What follows belongs to an exercise in optimizing a design on an open flow for small area; a production flow would make more cautious choices.
Function was checked by simulation only, so behaviour that the tests miss may differ from the original.
Power and IR drop assume default switching activity.

<file path="design/flow/run.sh">
#!/bin/bash
# synth_recipe.tcl (not shown) runs the flow's synth.tcl, then flattens the netlist and writes it again
# the make line also repeats each setting of config.mk as NAME=value (left out here)
make -C /OpenROAD-flow-scripts/flow DESIGN_CONFIG=/design/flow/config.mk WORK_HOME=/design/flow/orfs CLKGATE_MAP_FILE= SYNTH_SCRIPT=/design/flow/synth_recipe.tcl finish
</file>
<file path="design/flow/constraint.sdc">
create_clock -name core_clock -period 150.0 [get_ports {clk}]
set_input_delay 30.0000 -clock core_clock [delete_from_list [all_inputs] [get_ports {clk}]]
set_output_delay 30.0000 -clock core_clock [all_outputs]
set_load 0.01 [all_outputs]
</file>
<file path="design/flow/config.mk">
export PLATFORM = sky130hd
export DESIGN_NAME = calc
export DESIGN_NICKNAME = calc
export VERILOG_FILES = /design/flow/design.v
export SDC_FILE = /design/flow/constraint.sdc
export NUM_CORES = 4
export LEC_CHECK = 0
export CAP_MARGIN = 20
export CORE_MARGIN = 2
export CORE_UTILIZATION = 40
export SLEW_MARGIN = 20
</file>
<file path="design/flow/design.v">
`timescale 1ns / 1ps
module calc (
    input         clk,
    input         rst,       
    input  [15:0] buttons,   
    output [23:0] bcd,       
    output        neg        
);
  reg [15:0] p;       
  reg [23:0] X;       
  reg [23:0] R;       
  reg [23:0] W;       
  reg [5:0]  cnt;     
  reg        showR;   
  reg        sg;      
  assign bcd = X;
  assign neg = showR & R[23];
  wire [15:0] e = buttons & ~p;
  reg isdig, isbs, isclr, isadd, issub, ismul, isdiv;
  reg [3:0] dig;
  always @* begin
    isdig = 1'b1; isbs = 1'b0; isclr = 1'b0; isadd = 1'b0;
    issub = 1'b0; ismul = 1'b0; isdiv = 1'b0; dig = 4'd0;
    if      (e[3])  dig = 4'd0;
    else if (e[7])  dig = 4'd1;
    else if (e[6])  dig = 4'd2;
    else if (e[5])  dig = 4'd3;
    else if (e[11]) dig = 4'd4;
    else if (e[10]) dig = 4'd5;
    else if (e[9])  dig = 4'd6;
    else if (e[15]) dig = 4'd7;
    else if (e[14]) dig = 4'd8;
    else if (e[13]) dig = 4'd9;
    else begin
      isdig = 1'b0;
      if      (e[2])  isbs  = 1'b1;
      else if (e[1])  isclr = 1'b1;
      else if (e[0])  isadd = 1'b1;
      else if (e[4])  issub = 1'b1;
      else if (e[8])  ismul = 1'b1;
      else if (e[12]) isdiv = 1'b1;
    end
  end
  wire busy = (cnt != 6'd0) | (e != 16'd0);
  localparam XH = 2'd0, XADD = 2'd1, XDD = 2'd2, XCLR = 2'd3;
  localparam RH = 2'd0, RSHL = 2'd1, RLX = 2'd2, RLW = 2'd3;
  localparam WH = 2'd0, WSHL = 2'd1, WLX = 2'd2, WLR = 2'd3;
  localparam WI0 = 2'd0, WIROT = 2'd1, WIQ = 2'd2;
  reg [1:0] xs, rs, ws, wi;
  reg a0, g, inv, b10, last, setsg, shw, setshw;
  reg [5:0] pb;   
  always @* begin
    xs = XH; rs = RH; ws = WH; wi = WI0;
    a0 = 1'b0; g = 1'b0; inv = 1'b0; b10 = 1'b0;
    last = 1'b0; setsg = 1'b0; shw = 1'b0; setshw = 1'b0;
    pb = 6'd25;
    if (isdig) begin
      if (cnt == 6'd0 && !(showR || X[23:20] == 4'd0)) last = 1'b1;
      else if (cnt == 6'd0) xs = XCLR;
      else if (cnt <= 6'd4) begin
        xs = XADD;
        a0 = dig[6'd4 - cnt];
        g  = cnt[0];
      end else if (cnt == 6'd5) begin
        ws = WLX; xs = XCLR;
      end else begin
        xs = XDD; ws = WSHL; wi = WIROT;
        if (cnt == 6'd29) begin last = 1'b1; setshw = 1'b1; end
      end
    end else if (isbs) begin
      if (cnt == 6'd0) xs = XCLR;
      else if (cnt <= 6'd24) begin
        xs = XADD; a0 = W[23]; g = 1'b1; b10 = 1'b1; inv = ~X[23];
        ws = WSHL; wi = WIQ;
      end else if (cnt == 6'd25) xs = XCLR;
      else begin
        xs = XDD; ws = WSHL; wi = WIROT;
        if (cnt == 6'd49) begin last = 1'b1; setshw = 1'b1; end
      end
    end else if (isclr) begin
      if (cnt == 6'd0) xs = XCLR;
      else begin
        rs = RLX; ws = WLX; last = 1'b1; setshw = 1'b1;
      end
    end else if (isadd | issub | ismul | isdiv) begin
      if (isdiv) pb = 6'd29;
      if (cnt < pb) begin
        if (!isdiv) begin
          if (cnt == 6'd0) xs = XCLR;
          else begin
            xs = XADD; rs = RSHL;
            if (ismul) g = R[23];
            else begin
              a0 = R[23];
              g = (cnt == 6'd24);
              inv = issub & g;
            end
          end
        end else begin
          if (cnt == 6'd0) begin
            rs = RLW; ws = WLR; xs = XCLR;
          end else if (cnt == 6'd1) begin
            xs = XADD; g = 1'b1; inv = W[23]; setsg = 1'b1;
          end else if (cnt == 6'd2) begin
            ws = WLR; rs = RLX; xs = XCLR;
          end else if (cnt <= 6'd26) begin
            xs = XADD; a0 = R[23]; g = 1'b1; inv = ~X[23]; rs = RSHL;
          end else if (cnt == 6'd27) begin
            ws = WLR; xs = XCLR;
          end else begin
            xs = XADD; g = ~(W[23] & W[22]); inv = sg & g;
          end
        end
      end else if (cnt == pb) begin
        rs = RLX; ws = WLX; xs = XCLR;
      end else if (cnt == pb + 6'd1) begin
        xs = XADD; g = 1'b1; inv = W[23];
      end else if (cnt == pb + 6'd2) begin
        ws = WLX; xs = XCLR;
      end else begin
        xs = XDD; ws = WSHL; wi = WI0;
        if (cnt == pb + 6'd26) begin last = 1'b1; setshw = 1'b1; shw = 1'b1; end
      end
    end
  end
  wire [23:0] bop = (b10 ? 24'd10 : W) & {24{g}};
  wire [23:0] sum = {X[22:0], a0} + (bop ^ {24{inv}}) + {23'd0, inv};
  wire q = ~sum[23];
  function [23:0] adj(input [23:0] v);
    integer i;
    begin
      for (i = 0; i < 6; i = i + 1)
        adj[4*i+:4] = (v[4*i+:4] >= 4'd5) ? v[4*i+:4] + 4'd3 : v[4*i+:4];
    end
  endfunction
  wire [23:0] xa = adj(X);
  always @(posedge clk) begin
    if (rst) begin
      p <= 16'd0;
      X <= 24'd0;
      R <= X;
      W <= X;
      cnt <= 6'd0;
      showR <= 1'b0;
    end else begin
      if (!busy || last) p <= buttons;
      if (busy) cnt <= last ? 6'd0 : cnt + 6'd1;
      if (setshw) showR <= shw;
      if (setsg) sg <= W[23];
      case (xs)
        XADD: X <= sum;
        XDD:  X <= {xa[22:0], W[23]};
        XCLR: X <= 24'd0;
        default: ;
      endcase
      case (rs)
        RSHL: R <= {R[22:0], q};
        RLX:  R <= X;
        RLW:  R <= W;
        default: ;
      endcase
      case (ws)
        WSHL: W <= {W[22:0], wi == WIROT ? W[23] : wi == WIQ ? q : 1'b0};
        WLX:  W <= X;
        WLR:  W <= R;
        default: ;
      endcase
    end
  end
endmodule
</file>
==> key figures <==
Status
  – Status: complete, no violations

Synthesis
  – Mapped Nets: around 1000
  – Largest cells by area after synthesis: edfxtp_1 20%, dfxtp_1 13%, nand2_1 8.1%
  – Netlist cell types: between 60 and 70
  – Flops & latches, synth: 96
  – Leading area contributor after synthesis: edfxtp_1
  – Synth top cells by count: 160 x nand2_1, 100 x o21ai_0, 73 x a21oi_1
  – Mapped Area: approximately 7400 sq um
  – Yosys warnings: 1
  – Avg Synthesized Cell Area: 7.86 sq um
  – Synth async-reset ratio: 0%
  – Post-synthesis sequential area ratio: 32.6%
  – Count leader, synth: nand2_1
  – Main synth FF type: edfxtp_1
  – Post-synth EDFFs: 49
  – Yosys top cell area share: ~20%
  – Post-Syn Instances: 940

Clock tree
  – Max Buffers Root-to-Sink: 2
  – Post-CTS Setup Inserts: 0
  – CTS Sinks: 96
  – Root Driver: clkbuf_16
  – CTS resizes: 0
  – Worst-Skew Late Latency: 360 ps
  – H-tree levels: 3
  – CTS tree: yes
  – CTS Buf Count: 9
  – Hold buffer count at CTS: 0
  – Clock transition at path regs: 70 ps

Drt
  – DR vias: between 6000 and 7000
  – DRC: 0
  – Wire per inst: 18.8 microns
  – Post-DR vias/cell: 5.88
  – Number of routed nets with antenna violations: 0
  – Wirelength, routed: between 20000 and 25000 microns
  – DR pass1 iterations: 5
  – Iter 0 DRT Violations: 712

Power and ir drop
  – Clock share of power: a little under a third
  – Sw frac: 35.0%
  – P_leak: 0.00303 uW
  – Internal power: 48.1 uW
  – Register share of total power: 44.4%
  – Total power: around 74 uW
  – Worst VDD drop: 0.00613 mV
  – Power Dens Cells: 9.01 nW/um^2
  – Switching pwr: 26.0 uW
  – Combinational cell fraction of total power: 25.4%

Finish
  – FF/Latch Area: 2410 sq um
  – Area of the multi-input gates: 4630 sq um
  – Final Util: between 40 and 50%
  – Non-filler cells, final: ~1200
  – ANT cells: 0
  – Layout cell share with drive strength beyond 1: 4.52%
  – Nets@finish: 1008
  – Synth-to-Final Area Change: 11.4%
  – Fillers: between 1500 and 2000

Floorplanning
  – Core area: 18000 sq um
  – Die X: 140 microns
  – Die H: 140 microns
  – Row cnt: 49
  – Num ports: 43
  – Die ar.: 19600 sq um
  – Initial core utilization: 41.0%

Worst setup path
  – Reg2Reg Setup Slack: 143320 ps
  – Setup CP Type: in -> reg
  – Endpoint class of the critical path: flip-flop
  – CP startpoint kind: input pin
  – CP Max Fanout: 25
  – Crit path arrival time: 36700 ps
  – Worst EP required: 150260 ps

Timing
  – Final setup fails: 0
  – Tcrit/Tclk final: 24.3%
  – Worst setup margin: between 100000 and 150000 ps
  – Normalized max-slew margin: 28.0%
  – Tmin final: 36440 ps
  – TNS Setup: 0 ps
  – Worst Skew: 7.77 ps
  – Fmax: around 0.027 GHz
  – Final Slew Violations: 0
  – RSZ-0062 raised after global routing: false
  – Tightest Pin Transition: 1080 ps
  – Final Hold Viols: 0

Global route
  – Vias in the first global route: 6476
  – Initial antenna violation count: 0
  – Largest net degree at the start of global routing: 57
  – Gr usage total: 22.8%
  – Total global routing overflow: 0
  – First-pass GRT wire length: 36000 microns

Place
  – Buffers added on ports: 42
  – GPL Wtd Cong: around 0.9
  – Placed insts: about 1200
  – HPWL after DPL: 15900 microns
  – Pre-CTS WS: approximately 110000 ps

Worst hold path
  – Worst Hold Class: reg -> reg

Run
  – Max-cap violation count: 0
-- flip-flops by register name, indices dropped and copies added, names as in the netlist --
register	count
p	16
showR	1
cnt	6
sg	1
R	24
W	24
X	24
-- layout by cell type, fill, tap and decap left out, types with 17 or more instances in the layout --
cell type,n
clkdlybuf4s50_1,41
nor3_1,17
o21ai_0,100
dfxtp_1,47
edfxtp_1,49
inv_1,38
xnor2_1,23
xor2_1,28
nand2_1,160
nand2b_1,21
a22oi_1,57
a21oi_1,73
nand3_1,18
nor2_1,55
ha_1,43
-- stage by stage --
stage / instance area, sq um / hold slack (ps)
after CTS: 8230 / 451
after floorplan: 7390 / 427
after global placement: 7970 / 433
after detailed placement: 7970 / 441
after global routing: 8230 / 468
final: 8230 / 452
-- worst max-delay path, stage by stage --
cell and delay, ps:
clkdlybuf4s50_1 440, nor2b_4 160, a2111oi_4 430, nand4_1 280, nor3_2 380, inv_2 110, ha_1 320, nor2b_1 130
o21ai_0 370, nand4_1 180, or3_1 450, a2bb2oi_4 160, buf_4 260, xor2_1 240, fa_1 450, a21o_1 170
a21o_1 190, a21oi_1 190, o21ai_0 210, a2111o_1 470, a31oi_1 410, o31ai_1 160, a41oi_1 270, xnor2_1 90
a22o_1 190
-- kinds of logic after synthesis --
family          share of synthesized area (%)
xor+xnor                                 6.04
simple gates                             20.5
compound gates                           27.8
fa+ha+maj                                7.55
buf+inv                                  5.01
flops                                    32.6
mux                                     0.406
-- power by group through the flow --
stage          clock (uW)  sequential [uW]  combinational (uW)
6_report             22.3             32.9                18.9
5_1_grt              23.7             33.3                21.1
4_1_cts              22.4             32.9                18.8
3_5_place_dp            0             33.5                18.7
3_3_place_gp            0             33.5                18.7
2_1_floorplan           0             32.3                13.3
-- routing by layer --
layer | vias up | track usage, % | share of wire (%) | wire (microns)
met2 | 255 | 35.2 | 44 | 9820
met1 | 3242 | 34.0 | 48 | 10600
met3 | 28 | 2.74 | 6.0 | 1340
li1 | 3412 | - | - | -
met5 | - | 0 | 0 | 0
met4 | 0 | 5.63 | 1.6 | 347
-- layout make-up --
cell class / instances / share of cell area (%)
Tap cell: 229 / 3.48
Clock buffer: 11 / 2.83
Multi-Input combinational cell: 747 / 56.2
Inverter: 40 / 1.82
Timing Repair Buffer: 52 / 5.96
Sequential cell: 96 / 29.3
Clock inverter: 5 / 0.395
-- final timing paths --
path / startpoint / end / cells after the start
max: buttons[10] / X[22] / 25
min: p[0] / p[0] / 2
min reg2reg: p[0] / p[0] / 2
max reg2reg: p[10] / X[22] / 24

[port drivers added, routing unchanged]
No port has a modelled driver above. Below, the same layout with a new extraction and two added sets of constraints.
Step 1 assumes that a clkbuf_16 drives the clock port and a buf_2 every other input.
Step 2 times the ports against the registers' clock, not the clock port: input delays grow and output delays shrink by t, the midpoint of the rising clock arrivals with the driver on.
Slacks: ideal ports / drivers / drivers and shift; pairs: ideal ports / drivers.
t, ns: 0.397
setup WS [ns]: 113.556 / 113.577 / 113.180
hold slack, ns: 0.452 / 0.452 / 0.452
After both steps this run still meets setup and hold. The setup slack of this run moves by +0.021 ns with the drivers and by -0.376 ns with both steps.
